Context: an optimization exercise on an open-source flow, tuned for small area and a short achievable clock period. The choices shown serve that exercise and are no tape-out recipe. Where RTL was checked, it was by simulation tests only, not by an equivalence proof against the original. Only the layout flow was run in runs 2 to 7; the RTL was not checked for function there. Power and IR drop assume default switching activity.

`flow/design.v`:
```
`timescale 1ns / 1ps
module conv( input clk, input data_in, input [1:0]row_in, input [1:0]col_in,
input signed [7:0]data, output reg signed [7:0]out );
reg [71:0] x_flat;
localparam [35:0] KERNEL = {4'hF, 4'hE, 4'hF,    
                            4'h0, 4'h0, 4'h0,    
                            4'h1, 4'h2, 4'h1};   
integer m,n,sum;
reg signed [3:0] k;
reg [7:0] px;
always @(posedge clk) begin
if (data_in == 1) begin
  if (row_in <= 2 && col_in <= 2)
    x_flat[(row_in*3+col_in)*8 +: 8] <= data;
end
else begin
  sum = 0;
  for (m = 0 ; m <= 2 ; m = m + 1) begin
    for (n = 0 ; n <= 2 ; n = n + 1) begin
      k  = KERNEL[((2-m)*3+(2-n))*4 +: 4];
      px = x_flat[(m*3+n)*8 +: 8];
      sum = sum + $signed({1'b0, px}) * k;
    end
  end
  if (sum > 255)
    out <= 255;
  else if (sum < 0)
    out <= 0;
  else
    out <= sum[7:0];
end
end
endmodule
```
`flow/run.sh`:
```
#!/bin/bash
# synth_recipe.tcl (not shown) runs the flow's synth.tcl, then flattens the netlist and writes it again
# the make line also repeats each setting of config.mk as NAME=value (left out here)
make -C /OpenROAD-flow-scripts/flow DESIGN_CONFIG=/design/flow/config.mk WORK_HOME=/design/flow/orfs CLKGATE_MAP_FILE= SYNTH_SCRIPT=/design/flow/synth_recipe.tcl finish
```
`flow/config.mk`:
```
export PLATFORM = sky130hd
export DESIGN_NAME = conv
export DESIGN_NICKNAME = conv
export VERILOG_FILES = /design/flow/design.v
export SDC_FILE = /design/flow/constraint.sdc
export NUM_CORES = 4
export LEC_CHECK = 0
export CAP_MARGIN = 20
export CORE_MARGIN = 2
export CORE_UTILIZATION = 40
export SLEW_MARGIN = 20
```
`flow/constraint.sdc`:
```
create_clock -name core_clock -period 6.0 [get_ports {clk}]
set_input_delay 1.2000 -clock core_clock [delete_from_list [all_inputs] [get_ports {clk}]]
set_output_delay 1.2000 -clock core_clock [all_outputs]
set_load 0.01 [all_outputs]
```
==> results of run 1 <==
==> cell usage after synthesis, types with 3 or more instances <==
library cell	instances
o21ai_0	32
mux2_1	3
o21a_1	3
edfxtp_1	56
mux2_2	32
nand2b_1	6
nor2_1	24
fa_1	33
nor3_1	6
o21ai_1	4
a21oi_2	4
inv_1	87
nand3_1	3
a211oi_2	3
nand2_1	41
nand4_1	3
buf_6	6
a21oi_1	31
ha_1	38
xnor2_1	9
xor2_1	7
clkbuf_1	5
==> state kept, by name, summed over array words and instances (netlist names) <==
register and cells:
out 8, x_flat 48
==> critical path: stages, from the launching register on <==
cell and delay [ps]:
edfxtp_1 480, nor2_1 280, nand2_1 130, nor2_1 160, xnor2_1 150, fa_1 440
inv_1 80, fa_1 440, fa_1 550, inv_1 40, ha_1 360, a21oi_1 300
and2_1 210, a21oi_2 100, o21ai_0 250, a21oi_1 130, a2111oi_2 390, and4_1 390
a21oi_1 130
==> power breakdown <==
part	internal [mW]	leakage (nW)	switching, mW
combinational	0.515	1.71	0.685
clock	0.199	0.0840	0.145
sequential	0.508	0.533	0.0213
total	1.22	2.33	0.851
==> metrics by stage <==
step                      power [mW]  worst slack, ps  utilization [%]
after floorplan                1.450            490.5                -
after global placement         1.726            829.0            44.47
after detailed placement       1.739            745.3            44.47
after CTS                      2.093            679.9            45.90
after global routing           2.239            358.9            45.90
final                          2.073            697.7            45.90
==> routing by layer <==
metal | routed length [um] | track usage (%) | up-vias
met2 | 4906 | 27.13 | 56
met5 | 0 | 0 | -
met4 | 126 | 4.286 | 0
li1 | - | - | 1722
met3 | 365 | 2.824 | 9
met1 | 5009 | 22.17 | 1741
==> logic make-up after synthesis <==
family | Yosys count | share of synthesized area [%]
compound gates | 106 | 14.45
xor+xnor | 16 | 2.795
fa+ha+maj | 71 | 22.66
buf+inv | 101 | 8.585
flops | 56 | 33.54
mux | 36 | 8.061
simple gates | 101 | 9.908
==> layout make-up <==
type / instances / area (sq um) / area share (%)
Sequential cell: 56 / 1682 / 30.25
Tap cell: 168 / 210.2 / 3.781
Multi-Input combinational cell: 330 / 2920 / 52.53
Clock buffer: 5 / 125.1 / 2.251
Inverter: 87 / 326.6 / 5.874
Timing Repair Buffer: 26 / 247.7 / 4.456
Clock inverter: 3 / 47.55 / 0.8553
==> path summary, 6_finish.rpt <==
path                                    to  cells after the start        from
worst max register to register      out[6]                     18   x_flat[8]
worst max-delay path                out[6]                     18   x_flat[8]
worst min-delay path            x_flat[16]                      1  x_flat[16]
worst min register to register  x_flat[16]                      1  x_flat[16]
==> run_results.csv, run 1 <==
group,metric,value,unit
synth,synth_enable_flop_cells,56,
cts,cts.htree.levels,2,
cells_and_area,final_common_cell,"inv_1",
timing,max_freq,188.6,MHz
timing,fin_hold_ws,582.7,ps
synth,syn_area_per_cell,10.29,sq um
timing,finalCritPeriodShare,88.37,%
cts,cts_buffers,5,
cts,cts.repair.resized,0,
global_route,grt_max_degree,49,
cells_and_area,layout_common_cells,"inv_1, edfxtp_1, nand2_1",
run_status,status,"finished clean",
cells_and_area,design_area,0.005559,sq mm
cells_and_area,drive_above_1_share,12.82,%
setup_path,critPathRequiredTime,6030,ps
cells_and_area,num-fill-cells,1154,
timing,rsz0062_at_grt,"no",
routing,wl,10410,um
cts,clkSinkCount,56,
floorplan,core_area,0.01211,sq mm
cts,clk_pin_slew,70,ps
setup_path,arrival,5330,ps
synth,yosys_register_bits,56,
run,maxCapViolations,0,
routing,viasPerCell,5.227,
timing,finClkSkew,5.476,ps
routing,via_count,3528,
timing,hold_viol_final,0,
floorplan,ios,22,
synth,synthArstFlopShare,0,%
synth,yosys.area.top_type,"edfxtp_1",
timing,slew_violations,0,
setup_path,cp_max_fo,8,
routing,drtIter0Drc,172,
synth,yosys-top-cells-area,"edfxtp_1, fa_1, ha_1",
cts,root_buffer,"clkbuf_16",
hold_path,hp-class,"reg -> reg",
cts,clk_latency,310,ps
setup_path,crit_path_end_kind,"register",
synth,yosys.area.top_type_share,33.54,%
routing,drt_first_pass_iters,4,
place,dp_hpwl,8129,um
synth,ys.flop_type,"edfxtp_1",
global_route,grtUsageTotal,16.31,%
setup_path,r2r_slack,700,ps
floorplan,start_util,41.39,%
timing,slew_headroom,56.51,%
place,place_congestion,0.8863,
timing,min_period,5302,ps
cts,cts_tree,"done",
pwr,p_per_area,372.9,mW/mm^2
routing,routedWlPerCell,15.42,um
global_route,grt_pass1_wl,17130,um
place,portBuffers,21,
timing,tns,0,ps
cts,cts_hold_buf,0,
setup_path,setup.worst_path.class,"reg -> reg",
synth,ys_seq_area_share,33.54,%
synth,syn_area,0.005014,sq mm
global_route,antenna_found_initial,0,
global_route,grt_pass1_vias,3532,
place,place_area,0.005386,sq mm
cells_and_area,finalNetCount,591,
floorplan,die_y,116.0,um
floorplan,dieWidth,116.0,um
cts,post_cts_buffers,0,
pwr,peakVddDrop,0.1609,mV
cells_and_area,antenna_cells,0,
pwr,power.leakage,2.329,nW
floorplan,placementRows,40,
global_route,grt-ovfl-total,0,
cts,clockBufferDepth,2,
setup_path,startpoint_type,"register",
routing,drc_errors,0,
synth,syn-num-nets,572,
timing,setup_violations,0,
cells_and_area,final_cells,675,
timing,tightest_slew,652.3,ps
place,place_inst,667,
floorplan,die_area,0.01345,sq mm
synth,synth_cell_type_count,60,
routing,ant_nets,0,
synth,syn_inst,487,
cells_and_area,syn2layout_area_growth,10.88,%
synth,yosys_warnings,1,
==> run 2: changes to the inputs <==
==> flow/design.v (replaced) <==
`timescale 1ns / 1ps
module conv( input clk, input data_in, input [1:0]row_in, input [1:0]col_in,
input signed [7:0]data, output reg signed [7:0]out );
reg [7:0] x00, x01, x02, x20, x21, x22;
wire w0 = data_in & (row_in == 2'd0);
wire w2 = data_in & (row_in == 2'd2);
always @(posedge clk) begin
  if (w0 & (col_in == 2'd0)) x00 <= data;
  if (w0 & (col_in == 2'd1)) x01 <= data;
  if (w0 & (col_in == 2'd2)) x02 <= data;
  if (w2 & (col_in == 2'd0)) x20 <= data;
  if (w2 & (col_in == 2'd1)) x21 <= data;
  if (w2 & (col_in == 2'd2)) x22 <= data;
end
wire [9:0] p = x20 + {x21, 1'b0} + x22;
wire [9:0] n = x00 + {x01, 1'b0} + x02;
wire [10:0] s = {1'b0, p} - {1'b0, n};
always @(posedge clk)
  if (!data_in)
    out <= s[10] ? 8'd0 : (|s[9:8]) ? 8'd255 : s[7:0];
endmodule
==> run_results.csv, run 2 <==
group,metric,value,unit
run_status,status,"finished clean",
floorplan,die_area,0.008527,sq mm
setup_path,startpoint_type,"register",
cts,cts.htree.levels,2,
floorplan,ios,22,
cts,cts.repair.resized,0,
synth,synth_enable_flop_cells,56,
cells_and_area,drive_above_1_share,7.570,%
floorplan,dieWidth,92.34,um
cells_and_area,final_cells,353,
timing,tns,0,ps
hold_path,min_path_cells,3,
routing,wl,4945,um
cells_and_area,utilization,46.61,%
cts,cts_tree,"done",
synth,syn_area,0.003122,sq mm
place,place_inst,345,
synth,yosys_warnings,1,
place,place_congestion,0.7791,
setup_path,cp_num_buf_inv,3,
cells_and_area,final_common_cell,"inv_1",
cts,post_cts_buffers,0,
timing,min_period,3917,ps
cts,cts_buffers,5,
setup_path,path_delay_family,"adder cells",
timing,slew_headroom,34.55,%
synth,yosys-top-cells-count,"inv_1, edfxtp_1, fa_1, ha_1",
place,portBuffers,21,
timing,slew_violations,0,
floorplan,placementRows,32,
synth,ys_seq_area_share,53.87,%
routing,via_count,1608,
global_route,antenna_found_initial,0,
routing,routedWlPerCell,14.01,um
routing,drc_errors,0,
pwr,peakVddDrop,0.1200,mV
cts,clk_pin_slew,100,ps
pwr,p_per_area,256.1,mW/mm^2
synth,synth_cell_type_count,27,
global_route,grt_max_degree,19,
pwr,power,0.9129,mW
routing,drt_first_pass_iters,4,
global_route,grt_pass1_vias,1743,
cells_and_area,antenna_cells,0,
synth,yosysMostFrequentCell,"inv_1",
setup_path,crit_path_end_kind,"register",
cts,clkSinkCount,56,
setup_path,arrival,3990,ps
synth,syn-num-nets,279,
timing,tightest_slew,976.5,ps
routing,ant_nets,0,
cts,cts_hold_buf,0,
synth,yosys_register_bits,56,
global_route,grt-ovfl-total,0,
timing,fin_ws,2083,ps
pwr,power.leakage,1.466,nW
timing,hold_viol_final,0,
setup_path,critPathRequiredTime,6070,ps
synth,synthArstFlopShare,0,%
global_route,grt_pass1_wl,8349,um
cells_and_area,finalNetCount,307,
place,pre_cts_slack,2093,ps
timing,finalCritPeriodShare,65.29,%
routing,viasPerCell,4.555,
floorplan,start_util,40.82,%
synth,syn_area_per_cell,14.06,sq um
synth,yosys.area.top_type_share,53.87,%
synth,ys.flop_type,"edfxtp_1",
floorplan,core_area,0.007647,sq mm
floorplan,die_y,92.34,um
cells_and_area,layout_common_cells,"inv_1, edfxtp_1, fa_1",
timing,rsz0062_at_grt,"no",
cts,clockBufferDepth,2,
setup_path,ff2ff_path_depth,12,
synth,yosys.area.top_type,"edfxtp_1",
cells_and_area,syn2layout_area_growth,14.19,%
setup_path,crit_cells,12,
synth,yosys-top-cells-area,"edfxtp_1, fa_1, inv_1",
setup_path,crit_path_top_delay_cell,"fa_1",
timing,finClkSkew,7.705,ps
setup_path,path_cells,"inv_1 > fa_1 > fa_1 > inv_1 > fa_1 > inv_1 > ha_1 > a211oi_2 > nor4b_2 > nor4_2 > o32ai_4 > o21a_1",
routing,drtIter0Drc,53,
cells_and_area,num-fill-cells,691,
timing,max_freq,255.3,MHz
place,dp_hpwl,3807,um
setup_path,cp_max_fo,8,
run,maxCapViolations,0,
timing,setup_violations,0,
cts,clk_latency,310,ps
setup_path,setup.worst_path.class,"reg -> reg",
global_route,grtUsageTotal,12.81,%
setup_path,cpPeakStageDelay,620,ps
cts,root_buffer,"clkbuf_8",
hold_path,hp-class,"reg -> reg",
synth,syn_inst,222,
[run 2: cell types whose count changed after synthesis, sizes merged, moves of 7 or more]
cell   before  now
nand2      43    3
mux2       35    0
o21ai      37    2
a21oi      35    9
ha         38   12
nor2       24    4
inv        87   69
buf         9    0
xor2        7    0
[run 2: cells by family after synthesis]
| kind of cell | Yosys count | synth area share, % |
|---|---|---|
| AO/OA/AOI/OAI | 30 | 7.616 |
| XOR/XNOR | 5 | 1.403 |
| adder cells (fa/ha/maj) | 43 | 24.69 |
| buffers and inverters | 69 | 8.297 |
| flip-flops | 56 | 53.87 |
| AND/OR/NAND/NOR | 19 | 4.128 |
[run 2: metrics by stage]
stage | area (sq um) | hold WS (ps)
2_1_floorplan | 3122 | 772.6
3_3_place_gp | 3475 | 838.0
3_5_place_dp | 3475 | 828.8
4_1_cts | 3565 | 854.5
5_1_grt | 3565 | 900.8
6_report | 3565 | 834.6
[run 2: tightest hold or removal path, stage by stage, from the launching register on]
cell,delay [ps]
edfxtp_1,370
inv_1,110
ha_1,150
o21a_1,110
[run 2: layout make-up]
| cell class | instances | area, sq um | area share [%] |
|---|---|---|---|
| Tap cell | 102 | 127.6 | 3.580 |
| Clock buffer | 5 | 68.82 | 1.931 |
| Multi-Input combinational cell | 97 | 1196 | 33.56 |
| Inverter | 69 | 259.0 | 7.266 |
| Clock inverter | 3 | 21.27 | 0.5967 |
| Sequential cell | 56 | 1682 | 47.17 |
| Timing Repair Buffer | 21 | 210.2 | 5.897 |
[run 2: where the power goes]
part,total (mW),switching [mW],leakage [nW],internal [mW]
sequential,0.458,0.00460,0.515,0.454
clock,0.208,0.125,0.0445,0.0831
combinational,0.246,0.129,0.907,0.117
total,0.913,0.259,1.47,0.654
[run 2: worst paths after layout]
path                            slack, ps     end    from
worst max-delay path                 2080  out[6]  x02[2]
worst min-delay path                  830  out[0]  x00[1]
worst max register to register       2080  out[6]  x02[2]
worst min register to register        830  out[0]  x00[1]
[run 2: metal layers]
layer | share of wire, % | GRT usage [%]
met3 | 2.8 | 2.685
met4 | 0.91 | 3.358
met1 | 43 | 16.48
met5 | 0 | 0
met2 | 53 | 22.14
==> run 3: changes to the inputs <==
--- a/flow/config.mk
+++ b/flow/config.mk
@@ -7,5 +7,6 @@
 export LEC_CHECK = 0
 export CAP_MARGIN = 20
 export CORE_MARGIN = 2
-export CORE_UTILIZATION = 40
+export CORE_UTILIZATION = 60
+export SETUP_SLACK_MARGIN = 3.8
 export SLEW_MARGIN = 20
==> run_results.csv, run 3 <==
group,metric,value,unit
run_status,status,"finished clean",
cells_and_area,syn2layout_area_growth,22.73,%
cts,cts_buffers,5,
cts,clk_pin_slew,100,ps
global_route,busiest_layer,"met2",
floorplan,die_y,76.13,um
routing,ant_nets,0,
synth,yosys.area.top_type_share,53.87,%
timing,tns,0,ps
synth,yosysMostFrequentCell,"inv_1",
timing,slew_headroom,64.94,%
timing,min_period,3646,ps
timing,hold_viol_final,0,
timing,slew_violations,0,
place,place_inst,313,
synth,yosys-top-cells-area,"edfxtp_1, fa_1, inv_1",
routing,drc_errors,0,
cells_and_area,antenna_cells,0,
cts,clk_latency,300,ps
setup_path,cp_max_fo,8,
place,place_congestion,0.8027,
pwr,power.leakage,1.583,nW
cells_and_area,finalNetCount,321,
cells_and_area,drive_above_1_share,24.53,%
setup_path,arrival,3710,ps
timing,rsz0062_at_grt,"yes",
setup_path,path_delay_family,"adder cells",
setup_path,path_common_cell,"fa_1",
synth,ys_seq_area_share,53.87,%
floorplan,core_area,0.005075,sq mm
routing,via_count,1739,
synth,synthArstFlopShare,0,%
synth,syn_area_per_cell,14.06,sq um
setup_path,startpoint_type,"register",
cells_and_area,ff_latch_area,0.001682,sq mm
timing,tightest_slew,524.2,ps
pwr,p_per_area,257.0,mW/mm^2
global_route,grtUsageTotal,21.13,%
global_route,grt_pass1_wl,9252,um
routing,wl,5372,um
place,dp_hpwl,3907,um
cells_and_area,final_cells,335,
global_route,grt_pass1_vias,1916,
synth,yosys.area.top_type,"edfxtp_1",
global_route,met2_usage,34.46,%
setup_path,setup.worst_path.class,"reg -> reg",
setup_path,path_cells,"fa_1 > fa_1 > inv_1 > fa_2 > inv_2 > ha_4 > a211oi_4 > nor4b_4 > buf_4 > nor4_4 > o32ai_4 > o21a_1",
cells_and_area,num-fill-cells,341,
timing,finClkSkew,4.768,ps
global_route,grt-ovfl-total,0,
cts,clockBufferDepth,2,
synth,synth_enable_flop_cells,56,
place,portBuffers,21,
synth,syn-num-nets,279,
pwr,peakVddDrop,0.1962,mV
global_route,use_met3,4.976,%
setup_path,crit_path_top_delay_cell,"fa_2",
hold_path,hp-class,"reg -> reg",
cts,cts_tree,"done",
routing,routedWlPerCell,16.04,um
cts,cts_hold_buf,0,
setup_path,crit_path_end_kind,"register",
timing,max_freq,274.3,MHz
routing,viasPerCell,5.191,
synth,syn_area,0.003122,sq mm
synth,yosys_warnings,1,
synth,ys.flop_type,"edfxtp_1",
cts,cts.htree.levels,2,
setup_path,cp_num_buf_inv,3,
synth,yosys_register_bits,56,
routing,drt_first_pass_iters,4,
synth,synth_cell_type_count,27,
global_route,antenna_found_initial,0,
global_route,grt_max_degree,18,
global_route,use_met1,28.69,%
timing,finalCritPeriodShare,60.76,%
floorplan,placementRows,26,
floorplan,die_area,0.005796,sq mm
setup_path,cpPeakStageDelay,560,ps
cts,clkSinkCount,56,
setup_path,critPathRequiredTime,6060,ps
cts,root_buffer,"clkbuf_8",
synth,syn_inst,222,
cells_and_area,layout_common_cells,"inv_1, edfxtp_1, fa_1",
synth,yosys-top-cells-count,"inv_1, edfxtp_1, fa_1, ha_1",
timing,setup_violations,0,
floorplan,start_util,61.51,%
routing,drtIter0Drc,73,
floorplan,ios,22,
floorplan,dieWidth,76.13,um
cells_and_area,multi_input_area,0.001398,sq mm
run,maxCapViolations,0,
-- run 3: cell counts after synthesis --
Identical to the previous run, type by type.
-- run 3: repair_timing --
item | 4_1_cts | 5_1_grt
hold endpoints to repair | 0 | 0
pin swaps | 8 | 14
resized for setup | 28 | 21
endpoints found under the setup margin | 64 | 43
buffers inserted | 10 | 4
-- run 3: through the flow --
stage	setup slack [ps]	area (sq um)	hold WS, ps	total power [mW]	util [%]
floorplan	2558	3283	768.3	0.6927	-
global placement	2439	3581	810.5	0.7586	70.56
detailed placement	2324	3581	830.2	0.7680	70.56
CTS	2360	3784	852.0	0.9731	74.56
global route	2213	3831	932.2	1.037	75.49
finish	2354	3831	834.1	0.9846	75.49
-- run 3: where the power goes --
group	switching (mW)	total [mW]	internal, mW
clock	0.119	0.202	0.0835
combinational	0.166	0.324	0.157
sequential	0.00493	0.459	0.454
total	0.290	0.985	0.695
-- run 3: logic make-up (layout without fill, tap and decap cells) --
family          after synthesis  after routing  share of synthesized area [%]
simple gates                 19             19                          4.128
compound gates               30             30                          7.616
fa+ha+maj                    43             43                          24.69
xor+xnor                      5              5                          1.403
flops                        56             56                          53.87
buf+inv                      69            112                          8.297
-- run 3: worst paths after layout --
kind,cells past startpoint,startpoint,end,slack (ps)
worst min-delay path,3,x00[1],out[0],830
worst max-delay path,12,x20[2],out[3],2350
worst max register to register,12,x20[2],out[3],2350
worst min register to register,3,x00[1],out[0],830
-- run 3: final cells by class --
class	instances	share of cell area [%]
Multi-Input combinational cell	97	36.48
Sequential cell	56	43.89
Inverter	69	6.858
Tap cell	70	2.286
Clock inverter	2	0.3592
Timing Repair Buffer	35	8.230
Clock buffer	6	1.894
-- run 3: tightest hold or removal path: stages (launching register included) --
cell	delay, ps
edfxtp_1	360
inv_1	110
ha_1	150
o21a_1	110
-- run 3: routing by layer --
layer  up-vias  share of wire [%]
met1       879                 45
met3        12                4.2
met4         0                1.7
li1        805                  -
met5         -                  0
met2        43                 49
==> run 4: changes to the inputs <==
--- a/flow/config.mk
+++ b/flow/config.mk
@@ -8,5 +8,5 @@
 export CAP_MARGIN = 20
 export CORE_MARGIN = 2
 export CORE_UTILIZATION = 60
-export SETUP_SLACK_MARGIN = 3.8
+export SETUP_SLACK_MARGIN = 3.0
 export SLEW_MARGIN = 20
==> run_results.csv, run 4 <==
group,metric,value,unit
run_status,status,"finished clean",
cells_and_area,finalNetCount,316,
routing,drc_errors,0,
setup_path,cp_max_fo,8,
setup_path,r2r-start,"x00[0]",
global_route,busiest_layer,"met2",
global_route,grt_max_degree,17,
synth,synth_enable_flop_cells,56,
floorplan,core_area,0.005075,sq mm
cts,clkSinkCount,56,
timing,finClkSkew,8.192,ps
synth,ys_seq_area_share,53.87,%
cts,cts_buffers,5,
timing,slew_violations,0,
synth,syn_inst,222,
setup_path,arrival,3720,ps
global_route,grt_pass1_wl,8776,um
floorplan,die_area,0.005796,sq mm
timing,max_freq,273.7,MHz
cells_and_area,antenna_cells,0,
cells_and_area,syn2layout_area_growth,19.88,%
floorplan,ios,22,
routing,ant_nets,0,
global_route,use_met3,4.147,%
global_route,grt-ovfl-total,0,
synth,yosys.area.top_type_share,53.87,%
cts,root_buffer,"clkbuf_8",
timing,slew_headroom,31.82,%
cells_and_area,final_common_cell,"inv_1",
cells_and_area,drive_above_1_share,18.15,%
cts,cts_tree,"done",
synth,yosys_warnings,1,
cells_and_area,utilization,73.74,%
setup_path,critPathRequiredTime,6060,ps
hold_path,hp-class,"reg -> reg",
setup_path,ff2ff_path_depth,14,
synth,yosysMostFrequentCell,"inv_1",
cts,cts.htree.levels,2,
routing,viasPerCell,5.046,
synth,syn_area_per_cell,14.06,sq um
timing,tns,0,ps
floorplan,die_y,76.13,um
global_route,antenna_found_initial,0,
timing,tightest_slew,1017,ps
timing,finalCritPeriodShare,60.89,%
synth,synth_cell_type_count,27,
timing,hold_viol_final,0,
routing,drtIter0Drc,44,
synth,synthArstFlopShare,0,%
synth,yosys-top-cells-area,"edfxtp_1, fa_1, inv_1",
routing,routedWlPerCell,16.13,um
pwr,peakVddDrop,0.1773,mV
routing,wl,5307,um
timing,rsz0062_at_grt,"yes",
hold_path,min-delay-start,"x00[1]",
setup_path,crit_path_end_kind,"register",
floorplan,dieWidth,76.13,um
hold_path,holdPathEnd,"out[0]",
synth,ys.flop_type,"edfxtp_1",
pwr,p_per_area,260.2,mW/mm^2
setup_path,r2r-end,"out[2]",
timing,setup_violations,0,
cells_and_area,layout_common_cells,"inv_1, edfxtp_1, fa_1",
synth,yosys-top-cells-count,"inv_1, edfxtp_1, fa_1, ha_1",
synth,syn_area,0.003122,sq mm
run,maxCapViolations,0,
floorplan,start_util,61.51,%
floorplan,placementRows,26,
hold_path,min_path_cells,3,
setup_path,r2r_slack,2350,ps
global_route,grt_pass1_vias,1824,
synth,yosys.area.top_type,"edfxtp_1",
cts,clockBufferDepth,2,
synth,yosys_register_bits,56,
synth,syn-num-nets,279,
global_route,use_met1,24.89,%
routing,via_count,1660,
setup_path,startpoint_type,"register",
place,dp_hpwl,3971,um
cts,clk_pin_slew,90,ps
cts,clk_latency,300,ps
place,place_congestion,0.8198,
timing,min_period,3653,ps
global_route,met2_usage,36.61,%
pwr,power.leakage,1.532,nW
global_route,grtUsageTotal,20.57,%
setup_path,setup.worst_path.class,"reg -> reg",
place,portBuffers,21,
routing,drt_first_pass_iters,4,
==> run 4: where the power goes <==
group	internal, mW	leakage [nW]	switching [mW]
Combinational	0.164	0.976	0.162
Sequential	0.454	0.515	0.00531
Clock	0.0793	0.0416	0.109
==> run 4: worst max-delay path by stage <==
stage	start	endpoint	slack, ps	depth (start not counted)
2_1_floorplan	x20[2]	out[2]	2560	10
3_3_place_gp	x02[2]	out[1]	2430	12
3_5_place_dp	x01[3]	out[2]	2350	12
4_1_cts	x02[2]	out[2]	2390	12
5_1_grt	x00[0]	out[2]	2190	14
6_report	x00[0]	out[2]	2350	14
==> run 4: per-layer routing <==
metal / vias up / wire length [um]
met2: 27 / 2845
met3: 9 / 157
met4: 0 / 107
li1: 794 / -
met5: - / 0
met1: 830 / 2197
==> run 4: area by class of cell <==
cell class / instances / area (sq um)
Clock buffer: 5 / 68.82
Clock inverter: 2 / 12.51
Fill cell: 349 / 1333
Inverter: 69 / 259.0
Multi-Input combinational cell: 97 / 1355
Sequential cell: 56 / 1682
Tap cell: 70 / 87.58
Timing Repair Buffer: 30 / 277.8
==> run 4: cells by family (layout without fill, tap and decap cells) <==
kind of cell / count (synthesis) / in the layout / share of synthesized area [%]
adders and majority gates: 43 / 43 / 24.69
DFF: 56 / 56 / 53.87
and+or+nand+nor: 19 / 19 / 4.128
AOI/OAI and AO/OA: 30 / 30 / 7.616
xor gates and xnor gates: 5 / 5 / 1.403
buffers and inverters: 69 / 106 / 8.297
==> run 4: what timing repair did <==
| item | CTS | global route |
|---|---|---|
| endpoints found under the setup margin | 24 | 16 |
| resized for setup | 6 | 3 |
| hold buffers | 0 | 0 |
| pin swaps | 17 | 10 |
| buffers inserted | 4 | 5 |
==> run 4: critical path, cell delays in order, from the launching register on <==
cell and delay, ps:
edfxtp_1 400, fa_1 550, inv_1 50, fa_2 330
inv_2 60, fa_1 420, inv_2 80, ha_4 130
inv_2 40, fa_2 380, nand2b_4 160, a21oi_4 190
o2111a_1 270, o32ai_4 150, o21a_1 220
==> run 4: stage by stage <==
stage	power, mW	worst slack, ps	hold WS (ps)	cells	cell area [sq um]
final	0.9736	2347	883.6	329	3742
after floorplan	0.6921	2558	768.3	222	3254
after global placement	0.7589	2431	835.0	313	3567
after CTS	0.9737	2393	895.5	324	3705
after detailed placement	0.7705	2351	859.4	313	3567
after global routing	1.030	2191	947.9	329	3742
==> run 5: changes to the inputs <==
==> flow/flow/run.sh (new file) <==
#!/bin/bash
# Standard ORFS flow with chosen overrides; full tool output goes to standard.log.
bash standard.sh BUFFER_PORTS_ARGS='-buffer_cell sky130_fd_sc_hd__buf_2' CORE_UTILIZATION=60 ABC_AREA=1 finish > standard.log 2>&1
==> flow/standard.sh (new file) <==
#!/bin/bash
# synth_recipe.tcl (not shown) runs the flow's synth.tcl, then flattens the netlist and writes it again
# the make line also repeats each setting of config.mk as NAME=value (left out here)
make -C /OpenROAD-flow-scripts/flow DESIGN_CONFIG=/design/flow/config.mk WORK_HOME=/design/flow/orfs CLKGATE_MAP_FILE= SYNTH_SCRIPT=/design/flow/synth_recipe.tcl "${@:-finish}"
--- a/flow/config.mk
+++ b/flow/config.mk
@@ -7,6 +7,5 @@
 export LEC_CHECK = 0
 export CAP_MARGIN = 20
 export CORE_MARGIN = 2
-export CORE_UTILIZATION = 60
-export SETUP_SLACK_MARGIN = 3.0
+export CORE_UTILIZATION = 40
 export SLEW_MARGIN = 20
removed: flow/run.sh
==> run_results.csv, run 5 <==
group,metric,value,unit
place,place_inst,346,
cts,cts_buffers,5,
cts,clk_pin_slew,90,ps
global_route,grt_pass1_wl,8155,um
global_route,grt-ovfl-total,0,
floorplan,dieWidth,76.59,um
routing,viasPerCell,4.878,
cts,post_cts_buffers,0,
synth,synth_enable_flop_cells,56,
pwr,peakVddDrop,0.1335,mV
pwr,intPower,0.6249,mW
timing,fin_ws,2423,ps
cts,cts_tree,"done",
synth,yosys.area.top_type,"edfxtp_1",
setup_path,setup.worst_path.class,"reg -> reg",
hold_path,hp-class,"reg -> reg",
setup_path,startpoint_type,"register",
synth,synth_compound_gate_area_share,2.731,%
synth,yosysMostFrequentCell,"inv_1",
pwr,p_per_area,255.3,mW/mm^2
synth,syn_area,0.003162,sq mm
setup_path,cp_max_fo,8,
cells_and_area,antenna_cells,0,
cells_and_area,final_cells,353,
pwr,p_seq_share,51.7,%
timing,tns,0,ps
run_status,status,"finished clean",
routing,drt_first_pass_iters,4,
routing,routedWlPerCell,13.44,um
cts,root_buffer,"clkbuf_8",
pwr,power,0.8850,mW
cells_and_area,syn2layout_area_growth,9.656,%
cts,cts.repair.resized,0,
synth,ys_seq_area_share,53.19,%
hold_path,min-delay-start,"x00[1]",
cells_and_area,finalNetCount,340,
synth,syn_inst,253,
synth,yosys-top-cells-count,"inv_1, edfxtp_1, fa_1, nand2_1, ha_1",
floorplan,die_y,76.59,um
timing,finalCritPeriodShare,59.62,%
routing,wl,4744,um
routing,via_count,1722,
floorplan,placementRows,26,
setup_path,crit_path_end_kind,"register",
timing,max_freq,279.6,MHz
synth,yosys_warnings,1,
synth,synth_top_family_by_area,"adder cells",
timing,hold_viol_final,0,
synth,syn-num-nets,310,
setup_path,startpoint,"x00[0]",
floorplan,start_util,61.91,%
synth,synth_xor_area_share,0.8310,%
timing,finClkSkew,4.967,ps
pwr,swShare,29.39,%
cells_and_area,drive_above_1_share,17.31,%
global_route,grt_pass1_vias,1702,
timing,min_period,3577,ps
synth,yosys.area_share.simple,9.141,%
place,portBuffers,21,
synth,yosys.area.top_type_share,53.19,%
synth,ys.flop_type,"edfxtp_1",
setup_path,arrival,3630,ps
routing,drc_errors,0,
cells_and_area,layout_common_cells,"inv_1, edfxtp_1, fa_1",
synth,yosys-top-cells-area,"edfxtp_1, fa_1, inv_1",
pwr,power_frac_comb,26.9,%
cts,clk_latency,300,ps
place,place_congestion,0.8321,
global_route,grtUsageTotal,18.71,%
floorplan,ios,22,
synth,muxShareOfSynthArea,0,%
timing,fin_hold_ws,906.7,ps
timing,tightest_slew,977.1,ps
cts,cts.htree.levels,2,
timing,setup_violations,0,
synth,synth_fa_ha_area_share,24.38,%
timing,slew_violations,0,
synth,yosys_register_bits,56,
place,pre_cts_slack,2435,ps
timing,slew_headroom,34.50,%
cts,cts_hold_buf,0,
run,maxCapViolations,0,
pwr,power.leakage,1.574,nW
floorplan,core_area,0.005107,sq mm
floorplan,die_area,0.005866,sq mm
setup_path,r2r-start,"x00[0]",
timing,rsz0062_at_grt,"no",
routing,drtIter0Drc,95,
cells_and_area,final_common_cell,"inv_1",
cts,clockBufferDepth,2,
global_route,grt_max_degree,16,
pwr,p_switching,0.2601,mW
synth,syn_area_per_cell,12.50,sq um
setup_path,critPathRequiredTime,6050,ps
routing,ant_nets,0,
synth,synthArstFlopShare,0,%
global_route,antenna_found_initial,0,
synth,synth_cell_type_count,19,
pwr,pwr-share-clk,21.4,%
place,dp_hpwl,3598,um
cts,clkSinkCount,56,
## run 5: cell types whose count changed after synthesis, sizes merged, moves of 3 or more
cell	delta
a21o	-4
a21oi	+3
inv	+13
nand2	+29
nand3	+4
nor2	+3
nor3	+5
o21a	-8
xnor2	-5
xor2	+3
## run 5: final timing paths
path	endpoint	slack, ps	cells after the start
hold / removal	out[0]	910	4
hold reg to reg	out[0]	910	4
setup / recovery	out[6]	2420	17
setup reg to reg	out[6]	2420	17
## run 5: area by class of cell
cell class,count,area (sq um)
clock inverter,1,5.005
inverter,82,307.8
sequential,56,1682
clock buffer,6,72.57
tap,70,87.58
timing repair buffer,23,120.1
multi-input combinational,115,1192
fill,411,1640
## run 5: metrics by stage
stage	utilization, %	area, sq um
floorplan	-	3162
global placement	66.36	3390
detailed placement	66.36	3390
CTS	67.88	3467
global route	67.88	3467
finish	67.88	3467
## run 5: critical path: stages (launching register included)
cell      delay [ps]
edfxtp_1         400
fa_1             550
inv_1             50
fa_1             360
inv_1             80
fa_1             440
inv_1             80
ha_1             180
inv_1             60
fa_1             400
inv_1             70
nand2_1           50
nand2_2           80
nand3_2           90
nand3_2           90
nand2_2           70
nor2_4           170
a21oi_1          100
## run 5: routing by layer
layer  GRT usage, %  vias up  part of all wire, %
li1               -      840                    -
met1          29.47      849                   51
met2          26.28       27                   44
met3          3.673        6                  3.4
met4          6.545        0                  1.2
met5              0        -                    0
## run 5: cell families after synthesis
family                     count (synthesis)
AOI/OAI and AO/OA                         13
xor gates and xnor gates                   3
adders and majority gates                 43
buffers and inverters                     82
DFF                                       56
and+or+nand+nor                           56
## run 5: power groups by stage
stage | registers [mW] | clock network (mW) | logic [mW]
2_1_floorplan | 0.473 | 0 | 0.175
3_3_place_gp | 0.466 | 0 | 0.234
3_5_place_dp | 0.467 | 0 | 0.238
4_1_cts | 0.458 | 0.194 | 0.239
5_1_grt | 0.459 | 0.214 | 0.271
6_report | 0.457 | 0.189 | 0.238
==> run 6: changes to the inputs <==
==> flow/design.v (replaced) <==
`timescale 1ns / 1ps
module conv( input clk, input data_in, input [1:0]row_in, input [1:0]col_in,
input signed [7:0]data, output reg signed [7:0]out );
reg [7:0] n00, n01, n02, x20, x21, x22;
wire w0 = data_in & (row_in == 2'd0);
wire w2 = data_in & (row_in == 2'd2);
always @(posedge clk) begin
  if (w0 & (col_in == 2'd0)) n00 <= ~data;
  if (w0 & (col_in == 2'd1)) n01 <= ~data;
  if (w0 & (col_in == 2'd2)) n02 <= ~data;
  if (w2 & (col_in == 2'd0)) x20 <= data;
  if (w2 & (col_in == 2'd1)) x21 <= data;
  if (w2 & (col_in == 2'd2)) x22 <= data;
end
wire [10:0] a = {3'b0, x20}, b = {3'b0, x22}, c = {3'b0, n00};
wire [10:0] d = {3'b0, n02}, e = {2'b0, x21, 1'b0}, f = {2'b0, n01, 1'b0};
wire [10:0] s1 = a ^ b ^ c, c1 = {(a & b | a & c | b & c), 1'b0};
wire [10:0] s2 = d ^ e ^ f, c2 = {(d & e | d & f | e & f), 1'b0};
wire [10:0] s3 = s1 ^ c1 ^ s2, c3 = {(s1 & c1 | s1 & s2 | c1 & s2), 1'b0};
wire [10:0] s4 = s3 ^ c3 ^ c2, c4 = {(s3 & c3 | s3 & c2 | c3 & c2), 1'b0};
wire [10:0] t = s4 + c4 + 11'd4;
always @(posedge clk)
  if (!data_in)
    out <= t[10] ? ((t[9] | t[8]) ? 8'd255 : t[7:0]) : 8'd0;
endmodule
==> run_results.csv, run 6 <==
group,metric,value,unit
synth,synth_cell_type_count,19,
cts,cts.htree.levels,2,
setup_path,path_common_cell,"inv_1",
setup_path,critPathRequiredTime,6080,ps
timing,rsz0062_at_grt,"no",
synth,yosys.area.top_type,"edfxtp_1",
setup_path,crit_path_top_delay_cell,"fa_1",
timing,hold_viol_final,0,
synth,syn_area,0.003164,sq mm
cts,clk_latency,310,ps
cells_and_area,layout_common_cells,"inv_1, edfxtp_1, fa_1",
setup_path,path_cells,"fa_1 > inv_1 > fa_1 > inv_1 > fa_1 > ha_1 > ha_1 > inv_1 > fa_1 > inv_1 > nand2_1 > nand2_1 > nand3_2 > nand2_1 > nand2_2 > nand2_4 > nand3_1 > nand2_1 > inv_1",
setup_path,path_delay_family,"adder cells",
floorplan,placementRows,26,
floorplan,start_util,61.95,%
setup_path,cp_max_fo,8,
floorplan,dieWidth,76.62,um
timing,min_period,3925,ps
global_route,grtUsageTotal,18.76,%
synth,synth_enable_flop_cells,56,
cells_and_area,syn2layout_area_growth,9.806,%
cells_and_area,antenna_cells,0,
setup_path,startpoint_type,"register",
global_route,grt_max_degree,18,
place,dp_hpwl,3529,um
cells_and_area,finalNetCount,338,
pwr,swShare,31.42,%
synth,syn-num-nets,310,
pwr,p_per_area,272.7,mW/mm^2
synth,synthArstFlopShare,0,%
cts,clkSinkCount,56,
timing,tightest_slew,915.5,ps
synth,yosys_register_bits,56,
place,portBuffers,21,
routing,drc_errors,0,
setup_path,cpPeakStageDelay,540,ps
cts,cts_tree,"done",
cts,post_cts_buffers,0,
run,maxCapViolations,0,
cts,clk_pin_slew,90,ps
cts,root_buffer,"clkbuf_8",
setup_path,arrival,4000,ps
synth,ys_seq_area_share,53.14,%
routing,drt_first_pass_iters,4,
global_route,grt-ovfl-total,0,
synth,syn_area_per_cell,12.86,sq um
floorplan,core_area,0.005107,sq mm
timing,slew_headroom,38.64,%
timing,tns,0,ps
pwr,power,0.9474,mW
pwr,peakVddDrop,0.1768,mV
routing,drtIter0Drc,64,
cells_and_area,drive_above_1_share,15.27,%
floorplan,die_y,76.62,um
synth,yosys.area.top_type_share,53.14,%
synth,syn_inst,246,
setup_path,crit_path_end_kind,"register",
cts,clockBufferDepth,2,
routing,viasPerCell,4.800,
floorplan,die_area,0.005871,sq mm
pwr,p_seq_share,48.8,%
global_route,antenna_found_initial,0,
cts,cts_buffers,5,
cts,cts.repair.resized,0,
routing,via_count,1656,
pwr,pwr-share-clk,21.1,%
pwr,p_switching,0.2977,mW
global_route,grt_pass1_wl,8128,um
pwr,power_frac_comb,30.1,%
cts,cts_hold_buf,0,
timing,finClkSkew,5.605,ps
synth,yosys-top-cells-count,"inv_1, edfxtp_1, fa_1, nand2_1, ha_1",
cells_and_area,final_common_cell,"inv_1",
routing,routedWlPerCell,13.71,um
global_route,grt_pass1_vias,1714,
synth,yosys-top-cells-area,"edfxtp_1, fa_1, inv_1",
floorplan,ios,22,
timing,finalCritPeriodShare,65.42,%
timing,max_freq,254.7,MHz
setup_path,setup.worst_path.class,"reg -> reg",
hold_path,hp-class,"reg -> reg",
routing,wl,4729,um
place,place_congestion,0.7447,
synth,yosysMostFrequentCell,"inv_1",
timing,setup_violations,0,
routing,ant_nets,0,
pwr,intPower,0.6497,mW
cells_and_area,num-fill-cells,398,
timing,slew_violations,0,
run_status,status,"finished clean",
pwr,power.leakage,1.574,nW
synth,yosys_warnings,1,
synth,ys.flop_type,"edfxtp_1",
setup_path,cp_num_buf_inv,5,
run 6: logic make-up (layout without fill, tap and decap cells):
| group | Yosys count | in the layout | synth area share [%] |
|---|---|---|---|
| AOI/OAI and AO/OA | 4 | 4 | 0.8305 |
| adders and majority gates | 50 | 50 | 27.36 |
| buffers and inverters | 75 | 104 | 8.897 |
| xor gates and xnor gates | 2 | 2 | 0.5537 |
| DFF | 56 | 56 | 53.14 |
| and+or+nand+nor | 59 | 59 | 9.213 |
run 6: worst min-delay path, delay by kind of cell (launching register included):
kind                       cells  cell delay (ps)
and+or+nand+nor                2              120
adders and majority gates      1              130
DFF                            1              340
buffers and inverters          2               80
run 6: per-stage QoR:
| stage | hold slack (ps) | area (sq um) | utilization (%) | std cells | worst slack, ps |
|---|---|---|---|---|---|
| 4_1_cts | 761.1 | 3475 | 68.03 | 345 | 2060 |
| 6_report | 764.5 | 3475 | 68.03 | 345 | 2075 |
| 3_3_place_gp | 741.0 | 3387 | 66.32 | 337 | 2163 |
| 5_1_grt | 824.0 | 3475 | 68.03 | 345 | 1754 |
| 2_1_floorplan | 695.3 | 3164 | - | 246 | 2269 |
| 3_5_place_dp | 738.0 | 3387 | 66.32 | 337 | 2093 |
run 6: area by class of cell:
class | instances | area [sq um] | share of cell area [%]
clock buffers | 5 | 68.82 | 1.981
repair buffers | 21 | 105.1 | 3.025
well taps | 70 | 87.58 | 2.521
multi-input cells | 115 | 1231 | 35.43
inverters | 75 | 281.5 | 8.102
clock inverters | 3 | 18.77 | 0.5402
flip-flops and latches | 56 | 1682 | 48.40
run 6: routing by layer:
| layer | GRT usage [%] | wire length (um) | up-vias |
|---|---|---|---|
| li1 | - | - | 822 |
| met1 | 26.24 | 2216 | 796 |
| met2 | 30.00 | 2259 | 31 |
| met3 | 3.555 | 158 | 7 |
| met4 | 6.545 | 94 | 0 |
| met5 | 0 | 0 | - |
run 6: worst paths after layout:
| kind | startpoint | to | slack [ps] | cells past startpoint |
|---|---|---|---|---|
| setup / recovery | x20[3] | out[3] | 2070 | 19 |
| hold reg to reg | n02[0] | out[0] | 760 | 5 |
| hold / removal | n02[0] | out[0] | 760 | 5 |
| setup reg to reg | x20[3] | out[3] | 2070 | 19 |
run 6: power by group through the flow:
stage / Combinational (mW) / Sequential, mW / Clock (mW)
floorplan: 0.210 / 0.480 / 0
global placement: 0.281 / 0.472 / 0
detailed placement: 0.284 / 0.472 / 0
CTS: 0.288 / 0.463 / 0.203
global route: 0.334 / 0.464 / 0.216
finish: 0.285 / 0.463 / 0.200
==> run 7: changes to the inputs <==
--- a/flow/design.v
+++ b/flow/design.v
@@ -14,12 +14,35 @@
 end
 wire [10:0] a = {3'b0, x20}, b = {3'b0, x22}, c = {3'b0, n00};
 wire [10:0] d = {3'b0, n02}, e = {2'b0, x21, 1'b0}, f = {2'b0, n01, 1'b0};
-wire [10:0] s1 = a ^ b ^ c, c1 = {(a & b | a & c | b & c), 1'b0};
-wire [10:0] s2 = d ^ e ^ f, c2 = {(d & e | d & f | e & f), 1'b0};
-wire [10:0] s3 = s1 ^ c1 ^ s2, c3 = {(s1 & c1 | s1 & s2 | c1 & s2), 1'b0};
-wire [10:0] s4 = s3 ^ c3 ^ c2, c4 = {(s3 & c3 | s3 & c2 | c3 & c2), 1'b0};
-wire [10:0] t = s4 + c4 + 11'd4;
+wire [10:0] s1 = a ^ b ^ c;
+wire [10:0] c1 = {(a & b | a & c | b & c), 1'b1};
+wire [10:0] s2 = d ^ e ^ f;
+wire [10:0] maj2 = d & e | d & f | e & f;    
+wire [10:0] c2 = {maj2[9:1], 1'b1, 1'b0};
+wire [10:0] s3 = s1 ^ c1 ^ s2;
+wire [10:0] c3 = {(s1 & c1 | s1 & s2 | c1 & s2), 1'b1};
+wire [10:0] s4 = s3 ^ c3 ^ c2;
+wire [10:0] c4 = {(s3 & c3 | s3 & c2 | c3 & c2), 1'b0};
+wire [9:0] g = s4[9:0] & c4[9:0];
+wire [9:0] p = s4[9:0] ^ c4[9:0];
+wire [7:0] g1, p1, g2, p2, g3;
+genvar i;
+generate for (i = 0; i < 8; i = i + 1) begin : ks
+  assign g1[i] = (i >= 1) ? g[i] | p[i] & g[i-1] : g[i];
+  assign p1[i] = (i >= 1) ? p[i] & p[i-1] : p[i];
+  assign g2[i] = (i >= 2) ? g1[i] | p1[i] & g1[i-2] : g1[i];
+  assign p2[i] = (i >= 2) ? p1[i] & p1[i-2] : p1[i];
+  assign g3[i] = (i >= 4) ? g2[i] | p2[i] & g2[i-4] : g2[i];
+end endgenerate
+wire [8:0] cy = {g3, 1'b0};           
+wire [7:0] lo = p[7:0] ^ cy[7:0];
+wire t8_0 = p[8],  t9_0 = p[9] ^ g[8],          t10_0 = c4[10] | g[9] | p[9] & g[8];
+wire t8_1 = ~p[8], t9_1 = p[9] ^ (g[8] | p[8]), t10_1 = c4[10] | g[9] | p[9] & (g[8] | p[8]);
+wire sat_0 = t10_0 & (t9_0 | t8_0), pass_0 = t10_0;
+wire sat_1 = t10_1 & (t9_1 | t8_1), pass_1 = t10_1;
+wire sat  = cy[8] ? sat_1 : sat_0;
+wire pass = cy[8] ? pass_1 : pass_0;
 always @(posedge clk)
   if (!data_in)
-    out <= t[10] ? ((t[9] | t[8]) ? 8'd255 : t[7:0]) : 8'd0;
+    out <= {8{sat}} | (lo & {8{pass}});
 endmodule
==> flow/flow/run.sh (replaced) <==
#!/bin/bash
# Standard ORFS flow with chosen overrides; full tool output goes to standard.log.
bash standard.sh SYNTH_ARGS=-noabc ABC_AREA=1 BUFFER_PORTS_ARGS='-buffer_cell sky130_fd_sc_hd__buf_2' CORE_UTILIZATION=60 finish > standard.log 2>&1
==> run_results.csv, run 7 <==
group,metric,value,unit
timing,slew_violations,0,
synth,syn_area,0.002990,sq mm
cells_and_area,layout_common_cells,"edfxtp_1, nand2_1, fa_1",
synth,yosys_warnings,1,
floorplan,die_y,74.60,um
cells_and_area,syn2layout_area_growth,11.05,%
setup_path,ff2ff_path_depth,11,
cells_and_area,drive_above_1_share,19.92,%
floorplan,ios,22,
cts,cts_buffers,5,
setup_path,setup.worst_path.class,"reg -> reg",
cells_and_area,antenna_cells,0,
setup_path,cpPeakStageDelay,480,ps
place,place_area,0.003209,sq mm
synth,syn_inst,207,
floorplan,core_area,0.004755,sq mm
timing,rsz0062_at_grt,"no",
timing,slew_headroom,36.91,%
floorplan,placementRows,25,
setup_path,path_delay_family,"adder cells",
timing,min_period,3402,ps
synth,yosys-top-cells-area,"edfxtp_1, fa_1, ha_1",
routing,viasPerCell,5.033,
routing,routedWlPerCell,14.41,um
global_route,grt_pass1_wl,7038,um
cts,cts.repair.resized,0,
place,portBuffers,21,
synth,yosys-top-cells-count,"edfxtp_1, nand2_1, fa_1, inv_1, ha_1",
cells_and_area,final_common_cell,"edfxtp_1",
cells_and_area,design_area,0.003321,sq mm
synth,ys_seq_area_share,56.23,%
setup_path,r2r-end,"out[4]",
global_route,grtUsageTotal,17.99,%
timing,tightest_slew,941.2,ps
synth,yosys.area.top_type_share,56.23,%
synth,synth_enable_flop_cells,56,
place,place_congestion,0.8363,
routing,drt_first_pass_iters,4,
synth,synth_cell_type_count,21,
pwr,swShare,27.72,%
floorplan,die_area,0.005564,sq mm
run_status,status,"finished clean",
routing,via_count,1525,
timing,hold_viol_final,0,
timing,max_freq,294.0,MHz
pwr,power_frac_comb,25.4,%
timing,setup_violations,0,
routing,ant_nets,0,
global_route,grt-ovfl-total,0,
setup_path,crit_cells,11,
pwr,pwr-share-clk,25.1,%
cts,post_cts_buffers,0,
cts,root_buffer,"clkbuf_8",
place,dp_hpwl,3414,um
setup_path,arrival,3460,ps
setup_path,path_cells,"fa_1 > fa_1 > fa_1 > fa_1 > ha_1 > or2_2 > o21a_1 > nand3_1 > nand2_1 > inv_2 > nand2_1",
synth,yosys_register_bits,56,
hold_path,hp-class,"reg -> reg",
cts,clkSinkCount,56,
cts,clk_pin_slew,90,ps
setup_path,path_common_cell,"fa_1",
synth,yosysMostFrequentCell,"edfxtp_1",
hold_path,min-delay-start,"n02[0]",
routing,wl,4365,um
routing,drc_errors,0,
setup_path,r2r-start,"x20[7]",
setup_path,cp_num_buf_inv,1,
setup_path,startpoint_type,"register",
pwr,intPower,0.6893,mW
pwr,p_seq_share,49.5,%
synth,yosys.area.top_type,"edfxtp_1",
run,maxCapViolations,0,
setup_path,crit_path_top_delay_cell,"fa_1",
cts,cts_hold_buf,0,
pwr,p_per_area,287.2,mW/mm^2
floorplan,dieWidth,74.60,um
timing,finalCritPeriodShare,56.69,%
cells_and_area,finalNetCount,296,
floorplan,start_util,62.89,%
synth,ys.flop_type,"edfxtp_1",
synth,syn-num-nets,268,
hold_path,holdPathEnd,"out[0]",
routing,drtIter0Drc,66,
cts,clk_latency,310,ps
synth,syn_area_per_cell,14.45,sq um
global_route,grt_pass1_vias,1620,
timing,tns,0,ps
cts,cts.htree.levels,2,
pwr,p_switching,0.2644,mW
global_route,grt_max_degree,18,
cts,clockBufferDepth,2,
setup_path,crit_path_end_kind,"register",
pwr,peakVddDrop,0.1700,mV
timing,finClkSkew,8.381,ps
global_route,antenna_found_initial,0,
setup_path,critPathRequiredTime,6060,ps
pwr,power.leakage,1.357,nW
setup_path,cp_max_fo,8,
hold_path,min_path_cells,4,
synth,synthArstFlopShare,0,%
setup_path,r2r_slack,2600,ps
cts,cts_tree,"done",
[run 7: changes by cell type in the layout (fill, tap and decap cells not counted), moves of 2 or more]
cell	delta
or2_2	+2
nand3_1	-8
inv_2	+2
nand2_4	-2
clkinv_1	-2
nand2_1	+11
inv_1	-45
ha_1	-3
clkinvlp_4	-2
nand2_2	+3
[run 7: worst max path at each step]
stage	from	end	slack, ps
2_1_floorplan	x20[7]	out[0]	2760
3_3_place_gp	x20[7]	out[4]	2700
3_5_place_dp	x20[7]	out[4]	2590
4_1_cts	x20[7]	out[4]	2590
5_1_grt	x20[7]	out[6]	2440
6_report	x20[7]	out[4]	2600
[run 7: stage by stage]
step                instances  hold slack [ps]  total power [mW]  utilization, %  setup slack [ps]
global route              303            826.7             1.013           69.84              2437
CTS                       303            784.3            0.9620           69.84              2586
detailed placement        295            761.2            0.7264           67.50              2592
global placement          295            755.3            0.7188           67.50              2699
finish                    303            778.9            0.9537           69.84              2598
floorplan                 207            716.1            0.6635               -              2757
[run 7: cell families after synthesis]
logic type	synth area share, %
adders and majority gates	27.70
AOI/OAI and AO/OA	1.130
xor gates and xnor gates	0.8788
buffers and inverters	3.891
and+or+nand+nor	10.17
DFF	56.23
[run 7: final cells by class]
class	instances	area (sq um)
Fill cell	347	1434
Inverter	31	116.4
Clock inverter	2	38.79
Tap cell	67	83.83
Sequential cell	56	1682
Multi-Input combinational cell	120	1222
Timing Repair Buffer	21	105.1
Clock buffer	6	72.57
[run 7: power by group through the flow]
stage                     clock network, mW  registers (mW)  logic [mW]
final                                 0.240           0.472       0.242
after global routing                  0.258           0.475       0.280
after CTS                             0.243           0.472       0.246
after detailed placement                  0           0.481       0.245
after global placement                    0           0.481       0.238
after floorplan                           0           0.492       0.171
[run 7: metal layers]
| layer | GRT usage [%] | wire [um] | vias to the layer above |
|---|---|---|---|
| met5 | 0 | 0 | - |
| met4 | 8.333 | 77 | 0 |
| met3 | 5.420 | 225 | 5 |
| met2 | 31.07 | 2356 | 35 |
| met1 | 20.65 | 1706 | 750 |
| li1 | - | - | 735 |
[run 7: tightest hold or removal path: stages, from the launching register on]
cell,delay (ps)
edfxtp_1,370
inv_1,60
ha_1,140
nand2_1,60
nand2_1,50

-- re-timing with driven ports --
Ports are ideal in the flow. The routed layouts listed here were re-timed in OpenROAD. Step 1 assumes that a clkbuf_16 drives the clock port and a buf_2 every other input. Step 2 moves the port delays by t, midway between the first and last clock arrival at a register: inputs arrive t later, outputs are due t later. That takes back most of the time a late clock gives input paths. Three values: ideal, step 1, step 2; two values: the first two.
run | t (ns) | setup WS [ns] | hold WS [ns] | cell pins on the clock port's net
run 1 | 0.341 | 0.698 / 0.698 / 0.698 | 0.583 / 0.583 / 0.583 | 1
run 2 | 0.336 | 2.083 / 2.083 / 2.083 | 0.835 / 0.835 / 0.835 | 1
run 3 | 0.328 | 2.354 / 2.354 / 2.354 | 0.834 / 0.834 / 0.834 | 1
run 4 | 0.323 | 2.347 / 2.347 / 2.347 | 0.884 / 0.884 / 0.884 | 1
run 5 | 0.327 | 2.423 / 2.423 / 2.423 | 0.907 / 0.907 / 0.907 | 1
run 6 | 0.332 | 2.075 / 2.075 / 2.075 | 0.765 / 0.765 / 0.765 | 1
run 7 | 0.328 | 2.598 / 2.598 / 2.598 | 0.779 / 0.779 / 0.779 | 1
After both steps setup and hold are still met in every run listed.
